This design comes from an exercise in tuning for small area, a short achievable clock period and few clock cycles on the open sky130 flow, not from production work. In this exercise RTL edits were held to simulation tests only and were not proved equivalent to the original. Power figures rest on the tool's default switching activity, not on a simulated workload.

**flow/run.sh**
```bash
#!/bin/bash
# synth_recipe.tcl (not shown) runs the flow's synth.tcl, then flattens the netlist and writes it again
# the make line also repeats each setting of config.mk as NAME=value (left out here)
make -C /OpenROAD-flow-scripts/flow DESIGN_CONFIG=/design/flow/config.mk WORK_HOME=/design/flow/orfs CLKGATE_MAP_FILE= SYNTH_SCRIPT=/design/flow/synth_recipe.tcl finish
```
**flow/config.mk**
```make
export PLATFORM = sky130hd
export DESIGN_NAME = rv32i_cpu
export DESIGN_NICKNAME = rv32i_cpu
export VERILOG_FILES = /design/flow/design.v
export SDC_FILE = /design/flow/constraint.sdc
export NUM_CORES = 4
export LEC_CHECK = 0
export CAP_MARGIN = 20
export CORE_MARGIN = 2
export CORE_UTILIZATION = 35
export PLACE_DENSITY = 0.55
export SLEW_MARGIN = 20
```
**flow/design.v**
```verilog
module rv32i_cpu(
    input clk,
    input reset,
    input  [31:0] program_data_bus,
    output [31:0] program_addr_bus,
    input  [31:0] mem_read_data_bus,
    output reg [31:0] mem_write_data_bus,
    output reg mem_write_signal,
    output reg [31:0] mem_addr_bus
);
    reg  [31:0] regs [31:1];
    reg  [31:0] pc;
    reg         load_wait;  
    assign program_addr_bus = pc;
    wire [31:0] instruction = program_data_bus;
    wire [6:0]  opcode = instruction[6:0];
    wire [4:0]  rd     = instruction[11:7];                            
    wire [2:0]  funct3 = instruction[14:12];                           
    wire [4:0]  rs1    = instruction[19:15];                           
    wire [4:0]  rs2    = instruction[24:20];                           
    wire [6:0]  funct7 = instruction[31:25];                           
    wire [31:0] i_imm  = $signed(instruction[31:20]);                  
    wire [31:0] u_imm  = {instruction[31:12], 12'b0};                  
    wire [31:0] j_imm  = $signed({instruction[31], instruction[19:12], instruction[20], instruction[30:21], 1'b0 });  
    wire [31:0] b_imm  = $signed({instruction[31], instruction[7],  instruction[30:25], instruction[11:8] , 1'b0 });  
    wire [31:0] s_imm  = $signed({instruction[31:25], instruction[11:7]});      
    logic [31:0] result;
    logic writeResult;
    logic [31:0] pcResult;
    wire [31:0] rs1Val = (rs1 == 5'd0) ? 32'd0 : regs[rs1];
    wire [31:0] rs2Val = (rs2 == 5'd0) ? 32'd0 : regs[rs2];
    function jumpCond();
        case (funct3)
            3'b000:  jumpCond = rs1Val == rs2Val;
            3'b001:  jumpCond = rs1Val != rs2Val;
            3'b100:  jumpCond = $signed(rs1Val) < $signed(rs2Val);
            3'b101:  jumpCond = $signed(rs1Val) >= $signed(rs2Val);
            3'b110: jumpCond = rs1Val < rs2Val;
            3'b111: jumpCond = rs1Val >= rs2Val;
            default:  jumpCond = 0;
        endcase
    endfunction
    function [31:0] immMath();
        case (funct3)
            3'b000:  immMath = rs1Val + i_imm;
            3'b010:  immMath = $signed(rs1Val) < $signed(i_imm);
            3'b011: immMath = rs1Val < i_imm;
            3'b100:  immMath = rs1Val ^ i_imm;
            3'b110:   immMath = rs1Val | i_imm;
            3'b111:  immMath = rs1Val & i_imm;
            3'b001:  immMath = rs1Val << i_imm[4:0];
            3'b101: begin
                if (i_imm[10]) immMath = $signed(rs1Val) >>> i_imm[4:0];
                else           immMath = rs1Val >> i_imm[4:0];
            end
            default: immMath = 0;
        endcase
    endfunction
    function [31:0] opMath();
        case({funct7, funct3})
            {7'b0000000, 3'b000}:  opMath = rs1Val + rs2Val;
            {7'b0000000, 3'b010}:  opMath = $signed(rs1Val) < $signed(rs2Val);
            {7'b0000000, 3'b011}: opMath = rs1Val < rs2Val;
            {7'b0000000, 3'b100}:  opMath = rs1Val ^ rs2Val;
            {7'b0000000, 3'b110}:   opMath = rs1Val | rs2Val;
            {7'b0000000, 3'b111}:  opMath = rs1Val & rs2Val;
            {7'b0000000, 3'b001}:  opMath = rs1Val << rs2Val[4:0];
            {7'b0000000, 3'b101}:  opMath = rs1Val >> rs2Val[4:0];
            {7'b0100000, 3'b000}:  opMath = $signed(rs1Val) - $signed(rs2Val);
            {7'b0100000, 3'b101}:  opMath = $signed(rs1Val) >>> rs2Val[4:0];
            default:              opMath = 0;
        endcase
    endfunction
    always @(posedge(clk)) begin
        if (reset == 0) begin
            pc <= 0;
            load_wait <= 0;
            mem_write_signal <= 0;
        end else begin
            result = 0;
            writeResult = 0;
            pcResult = pc + 4;
            mem_write_signal <= 0;
            case (opcode)
                7'b0000011: begin
                    mem_addr_bus <= rs1Val + i_imm;
                    if (load_wait) begin
                        result = funct3 == 3'b010 ? mem_read_data_bus : 0;
                        writeResult = 1;
                        load_wait <= 0;
                    end else begin
                        pcResult = pc;
                        load_wait <= 1;
                    end
                end
                7'b0100011: begin
                    mem_addr_bus <= rs1Val + $signed(s_imm);
                    mem_write_data_bus <= rs2Val;
                    if (funct3 == 3'b010) mem_write_signal <= 1;
                end
                7'b0010011: begin
                    result = immMath();
                    writeResult = 1;
                end  
                7'b0110111: begin
                    result = u_imm; 
                    writeResult = 1;
                end 
                7'b0010111: begin
                    result = u_imm + pc;
                    writeResult = 1;
                end
                7'b0110011: begin
                    result = opMath();
                    writeResult = 1;
                end
                7'b1101111: begin
                    result = pc + 4;
                    writeResult = 1;
                    pcResult = pc + j_imm;
                end
                7'b1100111: begin
                    result = pc + 4; 
                    writeResult = 1;
                    pcResult = (rs1Val + i_imm) & 32'b11111111111111111111111111111110;
                end
                7'b1100011: if(jumpCond()) pcResult = pc + b_imm;
            endcase
            pc <= pcResult;
            if (writeResult && rd != 5'd0) regs[rd] <= result; 
        end
    end
endmodule
```
**flow/constraint.sdc**
```tcl
create_clock -name core_clock -period 9.0 [get_ports {clk}]
set_input_delay 1.8000 -clock core_clock [delete_from_list [all_inputs] [get_ports {clk}]]
set_output_delay 1.8000 -clock core_clock [all_outputs]
set_load 0.01 [all_outputs]
```
==> summary.txt <==
kinds of logic (layout without fill, tap and decap cells):
kind of cell / Yosys count / count (layout)
AO/OA/AOI/OAI: 1705 / 1705
AND/OR/NAND/NOR: 1403 / 1403
adder cells (fa/ha/maj): 261 / 261
multiplexers: 911 / 911
other: 1 / 13
flip-flops: 1089 / 1089
XOR/XNOR: 157 / 157
buffers and inverters: 651 / 1016
cell type report:
type	instances	area [um2]	area share, %
multi-input combinational	4438	38390	45.46
sequential	1089	32370	38.33
timing repair buffer	618	5487	6.497
tap	2805	3510	4.156
clock buffer	135	3038	3.597
clock inverter	85	937.1	1.110
inverter	178	683.2	0.8089
antenna	12	30.03	0.03556
state kept, by name, summed over array words and instances (netlist names):
signal,count
mem_write_signal,1
mem_write_data_bus,32
regs,992
pc,31
mem_addr_bus,32
load_wait,1
path summary, 6_finish.rpt:
check,endpoint,depth (start not counted),from
setup reg to reg,regs[3][26],21,regs[30][0]
hold / removal,load_wait,2,load_wait
hold reg to reg,load_wait,2,load_wait
setup / recovery,regs[3][26],23,program_data_bus[16]
power by group:
part           switching, mW  internal (mW)
registers             0.0267           5.52
clock network           2.16           2.90
logic                   2.43           1.17
routing by layer:
| metal | wire length [um] | vias up | GRT usage (%) | share of wire (%) |
|---|---|---|---|---|
| met1 | 138400 | 32080 | 43.13 | 38 |
| met2 | 158300 | 4424 | 50.29 | 43 |
| met4 | 28930 | 12 | 21.65 | 7.9 |
| met3 | 38420 | 1014 | 7.237 | 11 |
| li1 | - | 25160 | - | - |
| met5 | 100 | - | 0 | 0.027 |
cells in the final DEF (no fill, tap or decap), types with 38 or more instances in the layout:
master and instances:
mux2i_1 307, and3_1 40, nand3_1 103, mux2_2 154
a221oi_1 88, nor2_1 376, o21ai_0 314, clkdlybuf4s50_1 147
o22ai_1 54, a31oi_1 39, inv_1 148, a21oi_1 410
nand4_1 46, o221ai_1 48, o211ai_1 61, o21bai_1 49
nor3_1 89, a21o_1 82, nor4_1 41, clkbuf_16 119
a211oi_1 85, nand2_1 470, ha_1 254, or3_1 38
a22oi_1 63, buf_4 422, xnor2_1 124, mux4_2 414
edfxtp_1 1056
per-stage QoR:
stage	instance area [um2]	hold slack (ns)	power, mW	worst slack (ns)	setup TNS (ns)
floorplan	73370	0.4765	7.583	0.03258	0
global placement	80350	0.4970	9.116	-0.4880	-15.06
detailed placement	80440	0.5122	9.088	0.01913	0
CTS	84410	0.5218	14.12	0.7954	0
global route	84420	0.5539	14.53	0.4112	0
finish	84450	0.5268	14.20	0.5373	0
worst max-delay path: cells and delay by family:
| kind | cells | cell delay (ns) |
|---|---|---|
| AO/OA/AOI/OAI | 10 | 2.81 |
| buffers and inverters | 6 | 1.88 |
| AND/OR/NAND/NOR | 5 | 1.80 |
| adder cells (fa/ha/maj) | 1 | 0.31 |
| XOR/XNOR | 1 | 0.20 |
==> summary.txt <==
- Synth Area in XOR/XNOR: 1.874%
- Final period utilization: 94.03%
- Simple-Gate Fraction of Synth Area: slightly below 9%
- Critical Path AT: 8.95 ns
- Vias in the first global route: approximately 60000
- First-pass iteration count of the detailed router: 7
- Largest net degree at the start of global routing: roughly 120
- Compound-Gate Fraction of Synth Area: 15.98%
- DR vias: between 60000 and 70000
- Post-synth EDFFs: roughly 1100
- Mapped Area: between 0.07 and 0.08 mm2
- Fmax: around 0.12 GHz
- Die height: ~460 um
- Yosys reg bits: 1089
- CTS H-tree depth: 3
- Clock latency (worst-skew pair): approximately 0.79 ns
- Worst Max-Slew Pin Slew: around 1.2 ns
- CTS tree: done
- Ratio of cells with drive above 1 in the final layout: a little over a fifth
- CP peak stage delay: about 0.70 ns
- Count leader, synth: edfxtp_1
- Worst path cell trace: clkbuf_8 > buf_4 > nand3b_1 > o22a_1 > o2111ai_1 > o21ai_0 > nor2_2 > ha_1 > nor2b_1 > or3_1 > a31oi_1 > or3_1 > a2111oi_0 > buf_4 > o41ai_1 > buf_4 > o41ai_1 > a211oi_1 > xnor2_1 > a211oi_2 > buf_4 > o211ai_1 > buf_4
- Clk sinks: roughly 1100
- Slowest cell on crit path: a211oi_2
- Worst rel slew slack: a little over a fifth
- Mux contribution to synthesized area: about a fifth
- Clk root buf: clkbuf_16
- First-pass GRT wire length: ~500000 um
- Port bufs: ~160
- Critical Path RT: roughly 9.5 ns
- WL final: around 360000 um
- Max clock buf depth: 3
- Remaining DRCs: 0
- Core Util, Final: between 40% and 50%
- Reg2Reg Setup Slack: approximately 2.0 ns
- Starting density of the core: between 30% and 40%
- I/O Pins: about 160
- Vias per cell: ~6.7
- Post-cts resize count: 0
- Worst vdd ir: around 0.17 mV
- Num rows: around 170
- Final Setup Violations: 0
- CP max FO: 42
- Layout area overhead: 15.10%
- Cell Pwr Density: roughly 170 mW/mm2
- Post-Synth Adder-Cell Area: under 10%
- Post-CTS setup buffer count: 0
- Post-synthesis async set-or-reset flop share: 0%
- Worst-path clk slew: 0.06 ns
- GRT overflow: 0
- Post-synth top area cell: edfxtp_1
- CTS Hold Bufs: 0
- Antenna violations before repair: 21
- Largest family of logic cells by synthesized area: multiplexers
- Fillers: 19810
- Core area: 0.2089 mm2
- Final ANT Viol Nets: 0
- CP dominant cell by count: buf_4
- Synth cell count leaders: edfxtp_1, nand2_1, mux4_2
- Gp weighted congestion: ~1.1
- Slew Viols, Final: 0
- Main synth FF type: edfxtp_1
- Yosys warns: 1
- Status: finished clean
- Gr usage total: 33.29%
- Routed len/inst: ~40 um
- Crit Path Category: primary input to register
- RSZ-0062 raised after global routing: no
- Clock skew: 0.05173 ns
- Initial drt markers: about 9700
- Hold Vio Cnt, Final: 0
- Layout Cells excl Fill: approximately 9400
- Critical Path End Type: register
- Layout net count: between 6000 and 7000
- Startpoint class of the critical path: primary input
- Placed Cells: 9128
- Die area: ~0.21 mm2
- Pleak: 30.75 nW
- Part of the Yosys area used for sequential elements: about 44%
- Worst Hold Class: register to register
- Crit path time final: about 8.5 ns
- Max-cap viol count: 0
- Num CTS Buffers: approximately 120
- Syn Inst Count: about 6200
- Share of Yosys cell area claimed by the top area cell type: between 40% and 50%
- Avg Cell Area, Syn: roughly 12 um2
- Die span in x: 461.9 um
- Dominant cells by area after synthesis: edfxtp_1, mux4_2, ha_1
- Syn_nets: approximately 6500
- Dpl hpwl: 260500 um
- Netlist cell types: around 120
Testbench counts, summed over its fixed seeds: cycles 27,000.

what the ideal ports hide:
The results above use ideal ports. As a check the final layout listed here was re-extracted and re-timed, cells and wires unchanged. Step 1, drivers: a clkbuf_16 drives clk and a buf_2 each remaining input, both assumed. Step 2 also shifts input and output timing later by t, the mid clock arrival at the registers, as if the neighbouring blocks saw the same clock. Three values: no drivers, after step 1, after step 2; two values: the first two.
shift t [ns]: 0.859
setup WS [ns]: 0.537 / 0.564 / -0.295
worst setup path at the end: input to register
latest minus earliest clock arrival (ns): 0.052 / 0.051
pins driven straight from the clock port: 1
Met with ideal ports but missed after step 2: setup timing in this run. The setup slack of this run moves by +0.027 ns with the drivers and by -0.832 ns with both steps.
